This design comes from an exercise in tuning for small area, a short achievable clock period and few clock cycles on the open sky130 flow, not from production work.
RTL that was checked went through simulation tests only; none was proved equivalent to the original.

==> inputs of v16 <==
==> flow/design.v <==
`timescale 1ns / 1ps
module line_drawer (
    input             clk,
    input             rst_,
    input      [51:0] in_op,
    input             in_rts,
    output            in_rtr,
    output            v_valid,
    output     [15:0] v_grp,        
    output     [7:0]  v_mask,
    output     [11:0] v_col,
    input             v_take,
    output            busy
);
    localparam S_DIFF = 3'd0, S_ABS = 3'd1, S_ORDER = 3'd2, S_DMAG = 3'd3, S_ERR = 3'd4,
               S_DRAW = 3'd5;
    reg        rdy;             
    reg [2:0]  state;
    reg [9:0]  x1, x2;
    reg [7:0]  y1, y2;
    reg [11:0] col;
    reg        xgt, ygt;
    reg        xmaj, mdec;
    reg [7:0]  cnt, m;          
    wire signed [8:0] err  = x2[8:0];
    wire [8:0]        ndmag = {|y2, y2};
    reg [7:0]  gmask;           
    reg  nrdy_o;
    assign in_rtr = !nrdy_o;
    wire drawing = !rdy && (state == S_DRAW);
    wire last    = (cnt == 8'd0);
    wire [7:0] pbit = 8'd1 << x1[2:0];
    wire leave   = last || !xmaj || !err[8] || (x1[2:0] == 3'd7);
    wire step    = drawing && (!leave || v_take);
    assign v_valid = drawing && leave;
    assign v_grp   = {1'b0, y1, x1[9:3]};
    assign v_mask  = gmask | pbit;
    assign v_col   = col;
    assign busy    = !rdy;
    wire [8:0]  ddx = x2[8:0] - x1[8:0];          
    wire [8:0]  ddy = {1'b0, y2} - {1'b0, y1};    
    wire [8:0]  cmm = {1'b0, cnt} - {1'b0, m};
    wire        dxge = !cmm[8];
    wire       swp  = dxge ? xgt : ygt;
    always @(posedge clk or negedge rst_) begin
        if (!rst_) begin
            rdy    <= 1'b1;
            nrdy_o <= 1'b0;
            state  <= S_DIFF;
        end else begin
            if (rdy) begin
                if (in_rts) begin
                    rdy    <= 1'b0;
                    nrdy_o <= 1'b1;
                    state  <= S_DIFF;
                end
            end else begin
                case (state)
                    S_DIFF:  state <= S_ABS;
                    S_ABS:   state <= S_ORDER;
                    S_ORDER: state <= S_DMAG;
                    S_DMAG:  state <= S_ERR;
                    S_ERR:   state <= S_DRAW;
                    default: if (step && last) begin
                        rdy    <= 1'b1;
                        nrdy_o <= 1'b0;
                    end
                endcase
            end
        end
    end
    always @(posedge clk) begin
        if (rdy) begin
            if (in_rts) begin
                x1  <= in_op[51:42];
                y1  <= in_op[39:32];
                x2  <= in_op[31:22];
                y2  <= in_op[19:12];
                col <= in_op[11:0];
            end
        end else begin
            case (state)
                S_DIFF: begin
                    xgt <= ddx[8];
                    ygt <= ddy[8];
                    cnt <= ddx[7:0];
                    m   <= ddy[7:0];
                end
                S_ABS: begin
                    if (xgt) cnt <= 8'd0 - cnt;
                    if (ygt) m   <= 8'd0 - m;
                end
                S_ORDER: begin
                    xmaj <= dxge;
                    if (swp) begin
                        x1 <= x2;
                        y1 <= y2;
                    end
                    mdec <= swp ^ (dxge ? ygt : xgt);
                    if (!dxge) begin
                        cnt <= m;
                        m   <= cnt;
                    end
                    gmask <= 8'd0;
                end
                S_DMAG: y2 <= cmm[7:0];
                S_ERR: begin
                    x2 <= 10'd0 - {2'b0, y2};
                    y2 <= 8'd0 - y2;
                end
                default: if (step) begin
                    gmask <= leave ? 8'd0 : (gmask | pbit);
                    if (!last) begin
                        cnt <= cnt - 8'd1;
                        if (xmaj) begin
                            x1 <= x1 + 10'd1;
                            if (!err[8]) y1 <= mdec ? y1 - 8'd1 : y1 + 8'd1;
                        end else begin
                            y1 <= y1 + 8'd1;
                            if (!err[8]) x1 <= mdec ? x1 - 10'd1 : x1 + 10'd1;
                        end
                        x2[8:0] <= err + (err[8] ? {1'b0, m} : ndmag);
                    end
                end
            endcase
        end
    end
endmodule
`timescale 1ns / 1ps
module circle_drawer (
    input             clk,
    input             rst_,
    input      [41:0] in_op,
    input             in_rts,
    output            in_rtr,
    output            v_valid,
    output     [15:0] v_grp,        
    output     [7:0]  v_mask,
    output     [11:0] v_col,
    input             v_take,
    output            busy
);
    reg        rdy;             
    reg        drawing;         
    reg [9:0]  x0;
    reg [8:0]  y0;
    reg [6:0]  r;
    reg [11:0] col;
    reg [2:0]  oct;
    reg [6:0]  cx, cy;          
    reg        skip;            
    reg signed [8:0] t;
    reg [9:0]  px;
    reg [8:0]  py;
    reg [7:0]  gmask;           
    reg  nrdy_o;
    assign in_rtr = !nrdy_o;
    wire active  = !rdy && drawing;
    wire draw_px = active && !skip;
    wire [6:0] cyp1 = cy + 7'd1;
    wire [6:0] cxm1 = cx - 7'd1;
    wire lastpx  = (cx == cy) || (swap && cx == cyp1);
    wire [7:0] pbit = 8'd1 << px[2:0];
    wire leave   = lastpx || !mv_x || (mv_dn ? (px[2:0] == 3'd0) : (px[2:0] == 3'd7));
    wire step    = active && (skip || !leave || v_take);
    assign v_valid = draw_px && leave;
    assign v_grp   = {py, px[9:3]};
    assign v_mask  = gmask | pbit;
    assign v_col   = col;
    assign busy    = !rdy;
    wire       swap = oct[0];
    wire       sxn  = oct[1];
    wire       syn  = oct[2];
    wire [9:0] sx0 = x0 + (({10{sxn}} ^ {3'b0, r}) & {10{!swap}}) + {9'b0, sxn && !swap};
    wire [8:0] sy0 = y0 + (({9{syn}} ^ {2'b0, r}) & {9{swap}}) + {8'b0, syn && swap};
    wire xdec  = !t[8];
    wire mv_x  = xdec ^ swap;
    wire mv_dn = mv_x ? (xdec ^ sxn) : (xdec ^ syn);
    always @(posedge clk or negedge rst_) begin
        if (!rst_) begin
            rdy     <= 1'b1;
            nrdy_o  <= 1'b0;
            drawing <= 1'b0;
            oct     <= 3'd0;
        end else begin
            if (rdy) begin
                if (in_rts) begin
                    rdy     <= 1'b0;
                    nrdy_o  <= 1'b1;
                    drawing <= 1'b0;
                    oct     <= 3'd0;
                end
            end else if (!drawing) begin
                drawing <= 1'b1;
            end else if (step && lastpx) begin
                drawing <= 1'b0;
                oct     <= oct + 3'd1;
                if (oct == 3'd7) begin
                    rdy    <= 1'b1;
                    nrdy_o <= 1'b0;
                end
            end
        end
    end
    always @(posedge clk) begin
        if (rdy) begin
            if (in_rts) begin
                x0    <= in_op[41:32];
                y0    <= in_op[30:22];
                r     <= in_op[18:12];
                col   <= in_op[11:0];
                gmask <= 8'd0;
            end
        end else if (!drawing) begin
            cx <= r;
            cy <= 7'd0;
            t  <= 9'd1 - {2'b0, r};
            px <= sx0;
            py <= sy0;
            skip <= !swap && syn;
        end else if (step) begin
            if (!skip)
                gmask <= leave ? 8'd0 : (gmask | pbit);
            if (!lastpx) begin
                skip <= 1'b0;
                t <= t + {xdec ? ~{1'b0, cxm1} : {1'b0, cyp1}, 1'b1} + {8'b0, xdec};
                if (xdec) cx <= cxm1;
                else      cy <= cyp1;
                if (mv_x) px <= mv_dn ? px - 10'd1 : px + 10'd1;
                else      py <= mv_dn ? py - 9'd1 : py + 9'd1;
            end
        end
    end
endmodule
`timescale 1ns / 1ps
module read_modify_write_engine (
    input             clk,
    input             rst_,
    input             l_valid,
    input      [15:0] l_grp,
    input      [7:0]  l_mask,
    input      [11:0] l_col,
    output            l_take,
    input             c_valid,
    input      [15:0] c_grp,
    input      [7:0]  c_mask,
    input      [11:0] c_col,
    output            c_take,
    output reg [16:0] mem_addr,
    output reg [3:0]  mem_wben,
    output reg [31:0] mem_wdata,
    input      [31:0] mem_rdata,
    output            busy
);
    reg        vval;         
    reg [2:0]  ph;           
    reg        vrd;          
    reg [7:0]  vmask;
    reg [11:0] vcol;
    reg        free;         
    reg        pick_c;
    wire sel_valid = pick_c ? c_valid : l_valid;
    wire oth_valid = pick_c ? l_valid : c_valid;
    assign c_take = free && pick_c && c_valid;
    assign l_take = free && !pick_c && l_valid;
    wire take   = free && sel_valid;
    wire [7:0]  smask = pick_c ? c_mask : l_mask;
    wire [11:0] scol  = pick_c ? c_col  : l_col;
    wire [15:0] sg    = pick_c ? c_grp : l_grp;
    wire [8:0]  sy    = sg[15:7];
    wire [6:0]  sxg   = sg[6:0];
    wire [16:0] sB    = {sy, 8'b0} - {4'b0, sy, 4'b0} + {9'b0, sxg, 1'b0} + {10'b0, sxg};
    wire        spart = (smask[0] ^ smask[1]) | (smask[2] ^ smask[3])
                      | (smask[4] ^ smask[5]) | (smask[6] ^ smask[7]);
    wire [3:0] wnib = (ph == 3'd2) ? vcol[11:8] : (ph == 3'd3) ? vcol[7:4] : vcol[3:0];
    function [3:0] bytes_of;
        input [7:0] m;
        bytes_of = {m[7] | m[6], m[5] | m[4], m[3] | m[2], m[1] | m[0]};
    endfunction
    function [31:0] merge;
        input [31:0] old;
        input [7:0]  m;
        input [3:0]  n;
        integer i;
        begin
            for (i = 0; i < 8; i = i + 1)
                merge[4*i +: 4] = m[i] ? n : old[4*i +: 4];
        end
    endfunction
    assign busy = vval;
    always @(posedge clk or negedge rst_) begin
        if (!rst_) begin
            vval     <= 1'b0;
            free     <= 1'b1;
            ph       <= 3'd0;
            pick_c   <= 1'b0;
            mem_wben <= 4'b0;
        end else begin
            free <= !take && (!vval || ph == 3'd4 || ph == 3'd5);
            if (oth_valid && (take || !sel_valid))
                pick_c <= !pick_c;
            if (take) begin
                vval     <= 1'b1;
                ph       <= spart ? 3'd0 : 3'd3;
                mem_wben <= spart ? 4'b0 : bytes_of(smask);
            end else if (free) begin
                vval     <= 1'b0;
                mem_wben <= 4'b0;
            end else begin
                ph       <= ph + 3'd1;
                mem_wben <= (ph >= 3'd2) ? bytes_of(vmask) : 4'b0;
            end
        end
    end
    always @(posedge clk) begin
        if (take) begin
            vrd   <= spart;
            vmask <= smask;
            vcol  <= scol;
        end
        if (take)
            mem_addr <= sB;
        else
            mem_addr <= (ph == 3'd2) ? mem_addr - 17'd2 : mem_addr + 17'd1;
        mem_wdata <= merge(mem_rdata, take ? smask : vmask, take ? scol[11:8] : wnib);
    end
endmodule
`timescale 1ns / 1ps
module draw_subsystem(
    input               clk,
    input               rst_,
    input  [51:0]       line_op,
    input               line_rts,
    output              line_rtr,
    input  [41:0]       circle_op,
    input               circle_rts,
    output              circle_rtr,
    output [16:0]       mem_addr,
    output [3:0]        mem_wben,
    output [31:0]       mem_wdata,
    input  [31:0]       mem_rdata,
    output              idle
    );
    wire        l_valid, l_take, l_busy;
    wire [15:0] l_grp;
    wire [7:0]  l_mask;
    wire [11:0] l_col;
    wire        c_valid, c_take, c_busy;
    wire [15:0] c_grp;
    wire [7:0]  c_mask;
    wire [11:0] c_col;
    wire        m_busy;
    reg busy_q;
    assign idle = !busy_q;
    always @(posedge clk or negedge rst_) begin
        if (!rst_)
            busy_q <= 1'b0;
        else
            busy_q <= l_busy || c_busy || m_busy
                   || (line_rts && line_rtr) || (circle_rts && circle_rtr);
    end
    line_drawer ld (
        .clk(clk), .rst_(rst_),
        .in_op(line_op), .in_rts(line_rts), .in_rtr(line_rtr),
        .v_valid(l_valid), .v_grp(l_grp), .v_mask(l_mask), .v_col(l_col),
        .v_take(l_take), .busy(l_busy)
    );
    circle_drawer cd (
        .clk(clk), .rst_(rst_),
        .in_op(circle_op), .in_rts(circle_rts), .in_rtr(circle_rtr),
        .v_valid(c_valid), .v_grp(c_grp), .v_mask(c_mask), .v_col(c_col),
        .v_take(c_take), .busy(c_busy)
    );
    read_modify_write_engine rmw (
        .clk(clk), .rst_(rst_),
        .l_valid(l_valid), .l_grp(l_grp), .l_mask(l_mask), .l_col(l_col), .l_take(l_take),
        .c_valid(c_valid), .c_grp(c_grp), .c_mask(c_mask), .c_col(c_col), .c_take(c_take),
        .mem_addr(mem_addr), .mem_wben(mem_wben), .mem_wdata(mem_wdata), .mem_rdata(mem_rdata),
        .busy(m_busy)
    );
endmodule
==> flow/flow/run.sh <==
#!/bin/bash
# The standard layout (standard.sh) with two repair settings changed:
#  - the port buffers are sky130_fd_sc_hd__buf_1 (buffer_ports picks
#    clkdlybuf4s50_1 by default, a slow delay cell);
set -euo pipefail
sed "s|CLKGATE_MAP_FILE= |CLKGATE_MAP_FILE= SETUP_SLACK_MARGIN=6.8 'BUFFER_PORTS_ARGS=-buffer_cell sky130_fd_sc_hd__buf_1' |" standard.sh > standard_tuned.sh
bash standard_tuned.sh > flow.log 2>&1
==> flow/standard.sh <==
#!/bin/bash
# synth_recipe.tcl (not shown) runs the flow's synth.tcl, then flattens the netlist and writes it again
# the make line also repeats each setting of config.mk as NAME=value (left out here)
make -C /OpenROAD-flow-scripts/flow DESIGN_CONFIG=/design/flow/config.mk WORK_HOME=/design/flow/orfs CLKGATE_MAP_FILE= SYNTH_SCRIPT=/design/flow/synth_recipe.tcl "${@:-finish}"
==> flow/config.mk <==
export PLATFORM = sky130hd
export DESIGN_NAME = draw_subsystem
export DESIGN_NICKNAME = draw_subsystem
export VERILOG_FILES = /design/flow/design.v
export SDC_FILE = /design/flow/constraint.sdc
export NUM_CORES = 4
export LEC_CHECK = 0
export CAP_MARGIN = 20
export CORE_MARGIN = 2
export CORE_UTILIZATION = 40
export CTS_CLUSTER_DIAMETER = 100
export CTS_CLUSTER_SIZE = 20
export SLEW_MARGIN = 20
==> flow/constraint.sdc <==
create_clock -name core_clock -period 10.0 [get_ports {clk}]
set_input_delay 2.0000 -clock core_clock [delete_from_list [all_inputs] [get_ports {clk}]]
set_output_delay 2.0000 -clock core_clock [all_outputs]
set_load 0.01 [all_outputs]
==> v22: changes against v16 <==
--- a/flow/design.v
+++ b/flow/design.v
@@ -14,6 +14,5 @@
 );
-    localparam S_DIFF = 3'd0, S_ABS = 3'd1, S_ORDER = 3'd2, S_DMAG = 3'd3, S_ERR = 3'd4,
-               S_DRAW = 3'd5;
+    localparam S_DIFF = 2'd1, S_ORDER = 2'd2, S_DRAW = 2'd3;
     reg        rdy;             
-    reg [2:0]  state;
+    reg [1:0]  state;
     reg [9:0]  x1, x2;
@@ -25,3 +24,3 @@
     wire signed [8:0] err  = x2[8:0];
-    wire [8:0]        ndmag = {|y2, y2};
+    wire [7:0]        dmag = y2;
     reg [7:0]  gmask;           
@@ -39,4 +38,7 @@
     assign busy    = !rdy;
-    wire [8:0]  ddx = x2[8:0] - x1[8:0];          
+    wire [10:0] ddx = {1'b0, x2} - {1'b0, x1};    
+    wire [9:0]  ndx = x1 - x2;
     wire [8:0]  ddy = {1'b0, y2} - {1'b0, y1};    
+    wire [7:0]  ndy = y1 - y2;
+    wire [8:0]  mmc = {1'b0, m} - {1'b0, cnt};
     wire [8:0]  cmm = {1'b0, cnt} - {1'b0, m};
@@ -58,7 +60,4 @@
                 case (state)
-                    S_DIFF:  state <= S_ABS;
-                    S_ABS:   state <= S_ORDER;
-                    S_ORDER: state <= S_DMAG;
-                    S_DMAG:  state <= S_ERR;
-                    S_ERR:   state <= S_DRAW;
+                    S_DIFF:  state <= S_ORDER;
+                    S_ORDER: state <= S_DRAW;
                     default: if (step && last) begin
@@ -83,10 +82,6 @@
                 S_DIFF: begin
-                    xgt <= ddx[8];
+                    xgt <= ddx[10];
                     ygt <= ddy[8];
-                    cnt <= ddx[7:0];
-                    m   <= ddy[7:0];
-                end
-                S_ABS: begin
-                    if (xgt) cnt <= 8'd0 - cnt;
-                    if (ygt) m   <= 8'd0 - m;
+                    cnt <= ddx[10] ? ndx[7:0] : ddx[7:0];
+                    m   <= ddy[8] ? ndy : ddy[7:0];
                 end
@@ -103,9 +98,6 @@
                     end
+                    x2    <= {1'b0, dxge ? (mmc) : (cmm)};
+                    y2    <= dxge ? cmm[7:0] : mmc[7:0];
                     gmask <= 8'd0;
                 end
-                S_DMAG: y2 <= cmm[7:0];
-                S_ERR: begin
-                    x2 <= 10'd0 - {2'b0, y2};
-                    y2 <= 8'd0 - y2;
-                end
                 default: if (step) begin
@@ -121,3 +113,3 @@
                         end
-                        x2[8:0] <= err + (err[8] ? {1'b0, m} : ndmag);
+                        x2[8:0] <= err[8] ? err + {1'b0, m} : err - {1'b0, dmag};
                     end
Settings changed: GPL_TIMING_DRIVEN from default to 0.
==> v29: changes against v16 <==
--- a/flow/design.v
+++ b/flow/design.v
@@ -152,4 +152,2 @@
     reg signed [8:0] t;
-    reg [9:0]  px;
-    reg [8:0]  py;
     reg [7:0]  gmask;           
@@ -157,2 +155,12 @@
     assign in_rtr = !nrdy_o;
+    wire       swap = oct[0];
+    wire       sxn  = oct[1];
+    wire       syn  = oct[2];
+    wire [6:0] ax = swap ? cy : cx;
+    wire [6:0] ay = swap ? cx : cy;
+    wire [9:0] px = x0 + ({10{sxn}} ^ {3'b0, ax}) + {9'b0, sxn};
+    wire [8:0] py = y0 + ({9{syn}} ^ {2'b0, ay}) + {8'b0, syn};
+    wire xdec  = !t[8];
+    wire mv_x  = xdec ^ swap;
+    wire mv_dn = mv_x ? (xdec ^ sxn) : (xdec ^ syn);
     wire active  = !rdy && drawing;
@@ -170,10 +178,2 @@
     assign busy    = !rdy;
-    wire       swap = oct[0];
-    wire       sxn  = oct[1];
-    wire       syn  = oct[2];
-    wire [9:0] sx0 = x0 + (({10{sxn}} ^ {3'b0, r}) & {10{!swap}}) + {9'b0, sxn && !swap};
-    wire [8:0] sy0 = y0 + (({9{syn}} ^ {2'b0, r}) & {9{swap}}) + {8'b0, syn && swap};
-    wire xdec  = !t[8];
-    wire mv_x  = xdec ^ swap;
-    wire mv_dn = mv_x ? (xdec ^ sxn) : (xdec ^ syn);
     always @(posedge clk or negedge rst_) begin
@@ -217,4 +217,2 @@
             t  <= 9'd1 - {2'b0, r};
-            px <= sx0;
-            py <= sy0;
             skip <= !swap && syn;
@@ -228,4 +226,2 @@
                 else      cy <= cyp1;
-                if (mv_x) px <= mv_dn ? px - 10'd1 : px + 10'd1;
-                else      py <= mv_dn ? py - 9'd1 : py + 9'd1;
             end
@@ -259,4 +255,7 @@
     reg [11:0] vcol;
-    reg        free;         
+    reg        sv;           
+    reg [8:0]  s_y;
+    reg [6:0]  s_xg;
     reg        pick_c;
+    wire free      = !sv && (!vval || ph[2]);
     wire sel_valid = pick_c ? c_valid : l_valid;
@@ -269,7 +268,5 @@
     wire [15:0] sg    = pick_c ? c_grp : l_grp;
-    wire [8:0]  sy    = sg[15:7];
-    wire [6:0]  sxg   = sg[6:0];
-    wire [16:0] sB    = {sy, 8'b0} - {4'b0, sy, 4'b0} + {9'b0, sxg, 1'b0} + {10'b0, sxg};
     wire        spart = (smask[0] ^ smask[1]) | (smask[2] ^ smask[3])
                       | (smask[4] ^ smask[5]) | (smask[6] ^ smask[7]);
+    wire [16:0] sB    = {s_y, 8'b0} - {4'b0, s_y, 4'b0} + {9'b0, s_xg, 1'b0} + {10'b0, s_xg};
     wire [3:0] wnib = (ph == 3'd2) ? vcol[11:8] : (ph == 3'd3) ? vcol[7:4] : vcol[3:0];
@@ -289,3 +286,3 @@
     endfunction
-    assign busy = vval;
+    assign busy = vval || sv;
     always @(posedge clk or negedge rst_) begin
@@ -293,3 +290,3 @@
             vval     <= 1'b0;
-            free     <= 1'b1;
+            sv       <= 1'b0;
             ph       <= 3'd0;
@@ -298,10 +295,10 @@
         end else begin
-            free <= !take && (!vval || ph == 3'd4 || ph == 3'd5);
+            sv <= take;
             if (oth_valid && (take || !sel_valid))
                 pick_c <= !pick_c;
-            if (take) begin
+            if (sv) begin
                 vval     <= 1'b1;
-                ph       <= spart ? 3'd0 : 3'd3;
-                mem_wben <= spart ? 4'b0 : bytes_of(smask);
-            end else if (free) begin
+                ph       <= vrd ? 3'd0 : 3'd3;
+                mem_wben <= vrd ? 4'b0 : bytes_of(vmask);
+            end else if (!vval || ph == 3'd5) begin
                 vval     <= 1'b0;
@@ -316,2 +313,4 @@
         if (take) begin
+            s_y   <= sg[15:7];
+            s_xg  <= sg[6:0];
             vrd   <= spart;
@@ -320,3 +319,3 @@
         end
-        if (take)
+        if (sv)
             mem_addr <= sB;
@@ -324,3 +323,3 @@
             mem_addr <= (ph == 3'd2) ? mem_addr - 17'd2 : mem_addr + 17'd1;
-        mem_wdata <= merge(mem_rdata, take ? smask : vmask, take ? scol[11:8] : wnib);
+        mem_wdata <= merge(mem_rdata, vmask, sv ? vcol[11:8] : wnib);
     end
==> flow/flow/run.sh (replaced) <==
#!/bin/bash
# The standard layout (standard.sh) with two repair settings changed:
#  - the port buffers are sky130_fd_sc_hd__buf_1 (buffer_ports picks
#    clkdlybuf4s50_1 by default, a slow delay cell);
set -euo pipefail
sed "s|CLKGATE_MAP_FILE= |CLKGATE_MAP_FILE= SETUP_SLACK_MARGIN=7 'BUFFER_PORTS_ARGS=-buffer_cell sky130_fd_sc_hd__buf_1' |" standard.sh > standard_tuned.sh
bash standard_tuned.sh > flow.log 2>&1
==> flow_summary_export.csv <==
group,metric,value,unit
run_status,status,"timing/DRC/antenna clean",
finish,seq_cell_count,255,
setup_path,startpoint,"rmw.pick_c",
sta,worst_pin_slew,873,ps
cts,clock_latency,530,ps
yosys,synth_mux_area_frac,0.120,
cts,cts_buffers,17,
setup_path,required,10470,ps
yosys,syn_inst,1806,
setup_path,cpLargestDelayFamily,"simple AND/OR/NAND/NOR gates",
finish,drive_above_1_share,0.129,
yosys,synth.yosys.seq_area_share,0.390,
route,routedWlPerCell,19.6,um
That was v22.
==> flow_summary_export.csv <==
group,metric,value,unit
finish,seq_cell_count,254,
setup_path,startpoint,"ld.nrdy_o",
yosys,synth.yosys.seq_area_share,0.445,
setup_path,required,8000,ps
run_status,status,"timing/DRC/antenna clean",
route,routedWlPerCell,18.4,um
yosys,syn_inst,1542,
sta,worst_pin_slew,862,ps
yosys,synth_mux_area_frac,0.0747,
That was v29.
==> flow_summary_export.csv <==
group,metric,value,unit
sta,worst_pin_slew,1050,ps
run_status,status,"timing/DRC/antenna clean",
route,routedWlPerCell,18.3,um
yosys,syn_inst,1648,
finish,seq_cell_count,256,
cts,htree_levels,1,
yosys,synth.most_common_cell,"edfxtp_1",
setup_path,startpoint,"cd.nrdy_o",
cts,cts_buffers,18,
setup_path,cpLargestDelayFamily,"flip-flops",
setup_path,required,8000,ps
sta,hold_viol_final,0,
finish,drive_above_1_share,0.157,
yosys,synth_mux_area_frac,0.0829,
That was v16.
Testbench counts of v29, summed over its fixed seeds: cycles 94,780.
The RTL of v16 and v22 was laid out without a check of its function.

==> re-timing with driven ports <==
The results above use ideal ports. As a check the final layouts listed here were re-extracted and re-timed, cells and wires unchanged. Step 1 assumes that a clkbuf_16 drives the clock port and a buf_2 every other input. Step 2 moves the port delays by t, midway between the first and last clock arrival at a register: inputs arrive t later, outputs are due t later. That takes back most of the time a late clock gives input paths. Slacks: ideal / step 1 / step 2; pairs: ideal / step 1.
run | t, ns | slack for setup (ns) | hold WS [ns] | worst setup path after step 2 | latest minus earliest clock arrival (ns)
v16 | 0.585 | 6.802 / 6.751 / 6.286 | 0.492 / 0.492 / 0.492 | input to register | 0.030 / 0.030
v22 | 0.578 | 6.696 / 6.696 / 6.356 | 0.416 / 0.416 / 0.416 | input to register | 0.031 / 0.031
v29 | 0.574 | 6.909 / 6.856 / 6.604 | 0.556 / 0.556 / 0.556 | input to register | 0.028 / 0.028
After both steps every run listed still meets setup and hold. The setup slack of v16, which loses most, moves by -0.051 ns with the drivers and by -0.516 ns with both steps.
